What follows belongs to an exercise in optimizing a design on an open flow for small area; a production flow would make more cautious choices.
Only simulation tests tie the RTL to the original design; equivalence was not proved.
No activity file was given, so power comes from the tool's default toggle rates.

Design q100_core, start of the top module:
module q100_core
(
    input clk,
    input rst,
    output [12-1:0] itcm_addr_o,
    input  [32-1:0] itcm_din_i,
    output [17-1:0] dtcm_addr_o,
    output [4-1:0]       dtcm_we_o,
    output [32-1:0] dtcm_dout_o,
    input  [32-1:0] dtcm_din_i,
    output                        done_intr_o
);
localparam [6:0] OP_LUI   = 7'b0110111;
localparam [6:0] OP_AUIPC = 7'b0010111;
localparam [6:0] OP_JAL   = 7'b1101111;
localparam [6:0] OP_JALR  = 7'b1100111;
localparam [6:0] OP_BR    = 7'b1100011;
localparam [6:0] OP_LD    = 7'b0000011;
localparam [6:0] OP_ST    = 7'b0100011;
localparam [6:0] OP_IMM   = 7'b0010011;
localparam [6:0] OP_OP    = 7'b0110011;
localparam [6:0] OP_SYS   = 7'b1110011;
logic [31:0] pc, pc_d, instr_d;           
logic [31:0] d_ins, d_pc;                 
logic [31:0] e_ins, e_pc;                 
logic [31:0] e_xa, e_xb;                  
logic        e_bub;                       
logic        x_vld;                       
logic [31:0] x_tgt;
logic [2:0]  x_bd;
logic [31:0] x_res, x_rs2v;
logic        x_wb, x_ld, x_we0, x_we1, x_we23, x_csrw, x_csrv;
logic        f_ax, f_aw, f_bx, f_bw;     
logic [4:0]  x_rd;
logic        m_wb, m_ld, m_csrw, m_csrv;  
logic [31:0] m_res;
logic [4:0]  m_rd;
logic [31:0] rf [1:31];
logic        done;
logic keep;
wire [31:0] fa = x_vld ? x_tgt : pc;
assign itcm_addr_o = fa[12-1:0];
wire [31:0] fa4;
wire [32:2] inc_c;
assign fa4[1:0] = fa[1:0];
assign inc_c[2] = 1'b1;
generate
    for (genvar i = 2; i < 32; i++) begin : g_inc
        q100_ha u_ha(.a(fa[i]), .b(inc_c[i]), .s(fa4[i]), .co(inc_c[i + 1]));
    end
endgenerate
always_ff @(posedge clk) begin
    if (rst) pc <= 0;
    else if (!(keep | done)) pc <= fa4;
    pc_d <= fa;
    if (rst || pc_d != pc) instr_d <= itcm_din_i;
end
wire [31:0] instr = (pc_d == pc) ? instr_d : itcm_din_i;
always_ff @(posedge clk) begin
    if (rst) d_ins <= 0;
    else if (!keep) d_ins <= instr;
    if (!keep) d_pc <= pc_d;
end
  ...
Settings: LEC_CHECK=0, CAP_MARGIN=20, CORE_MARGIN=2, CORE_UTILIZATION=40, CTS_CLUSTER_DIAMETER=90, CTS_CLUSTER_SIZE=26, SLEW_MARGIN=20, SYNTH_HIERARCHICAL=1, SYNTH_MINIMUM_KEEP_SIZE=0; clock period 10.0 ns.
run.sh (not shown) runs the stock make flow with config.mk's settings and CLKGATE_MAP_FILE= SYNTH_SCRIPT=/design/flow/synth_recipe.tcl, a recipe that flattens the netlist after the stock synthesis.
The first run ran to the end with no violations.
Then changed:
Settings changed: CORE_UTILIZATION 40 to 50, CTS_CLUSTER_DIAMETER 90 to 80, CTS_CLUSTER_SIZE 26 to 20.
=> The changed run produced a clean layout; final area barely changes; total power is higher by a few percent; area after synthesis stays the same.

---

== run 1 ==
Starting RTL as in the previous note.
Design q100_core, start of the top module:
module q100_core
(
    input clk,
    input rst,
    output [12-1:0] itcm_addr_o,
    input  [32-1:0] itcm_din_i,
    output [17-1:0] dtcm_addr_o,
    output [4-1:0]       dtcm_we_o,
    output [32-1:0] dtcm_dout_o,
    input  [32-1:0] dtcm_din_i,
    output                        done_intr_o
);
Settings: LEC_CHECK=0, CAP_MARGIN=20, CORE_MARGIN=2, CORE_UTILIZATION=40, CTS_CLUSTER_DIAMETER=100, CTS_CLUSTER_SIZE=28, SLEW_MARGIN=20, SYNTH_HIERARCHICAL=1, SYNTH_MINIMUM_KEEP_SIZE=0; clock period 10.0 ns.
#### Input delta (run 2 over run 1)
--- a/flow/config.mk
+++ b/flow/config.mk
@@ -11,2 +11,2 @@
-export CTS_CLUSTER_DIAMETER = 100
-export CTS_CLUSTER_SIZE = 28
+export CTS_CLUSTER_DIAMETER = 80
+export CTS_CLUSTER_SIZE = 20
Notes after the runs:
- On cell-internal power, the higher figure sits with run 2, not run 1.
- Of run 2 and run 1, the higher initial antenna violation count belongs to run 2.
- Total number of cells along the worst setup path is lower on run 2
- Relative to run 1, the power measured on run 2 has increased by a few percent.
- Run 2 vs run 1: final instance count without filler cells up in run 2
- On area of combinational cells with multiple inputs, run 1 tracks run 2 almost exactly.
- Run 1 has a higher final period demand of the worst path than run 2.

==> separate check: timing with driven ports <==
Ports are ideal in the flow. The routed layouts listed here were re-timed in OpenROAD. Step 1 assumes that a clkbuf_16 drives the clock port and a buf_2 every other input. Step 2 times the ports against the registers' clock, not the clock port: input delays grow and output delays shrink by t, the midpoint of the rising clock arrivals with the driver on. Three values: ideal, step 1, step 2; two values: the first two.
run | shift t [ns] | slack for setup (ns) | cell pins on the clock port's net
the first run of note 1 | 0.805 | 0.801 / 0.864 / 0.059 | 1
the second run of note 1 | 0.791 | 0.546 / 0.586 / -0.205 | 1
run 1 | 0.839 | 0.834 / 0.899 / 0.061 | 1
run 2 | 0.788 | 0.850 / 0.891 / 0.103 | 1
With both steps, setup timing fails in the second run of note 1, where it was met with ideal ports. For run 1, which loses most, drivers alone change the setup slack by +0.065 ns; drivers and shift together by -0.773 ns.
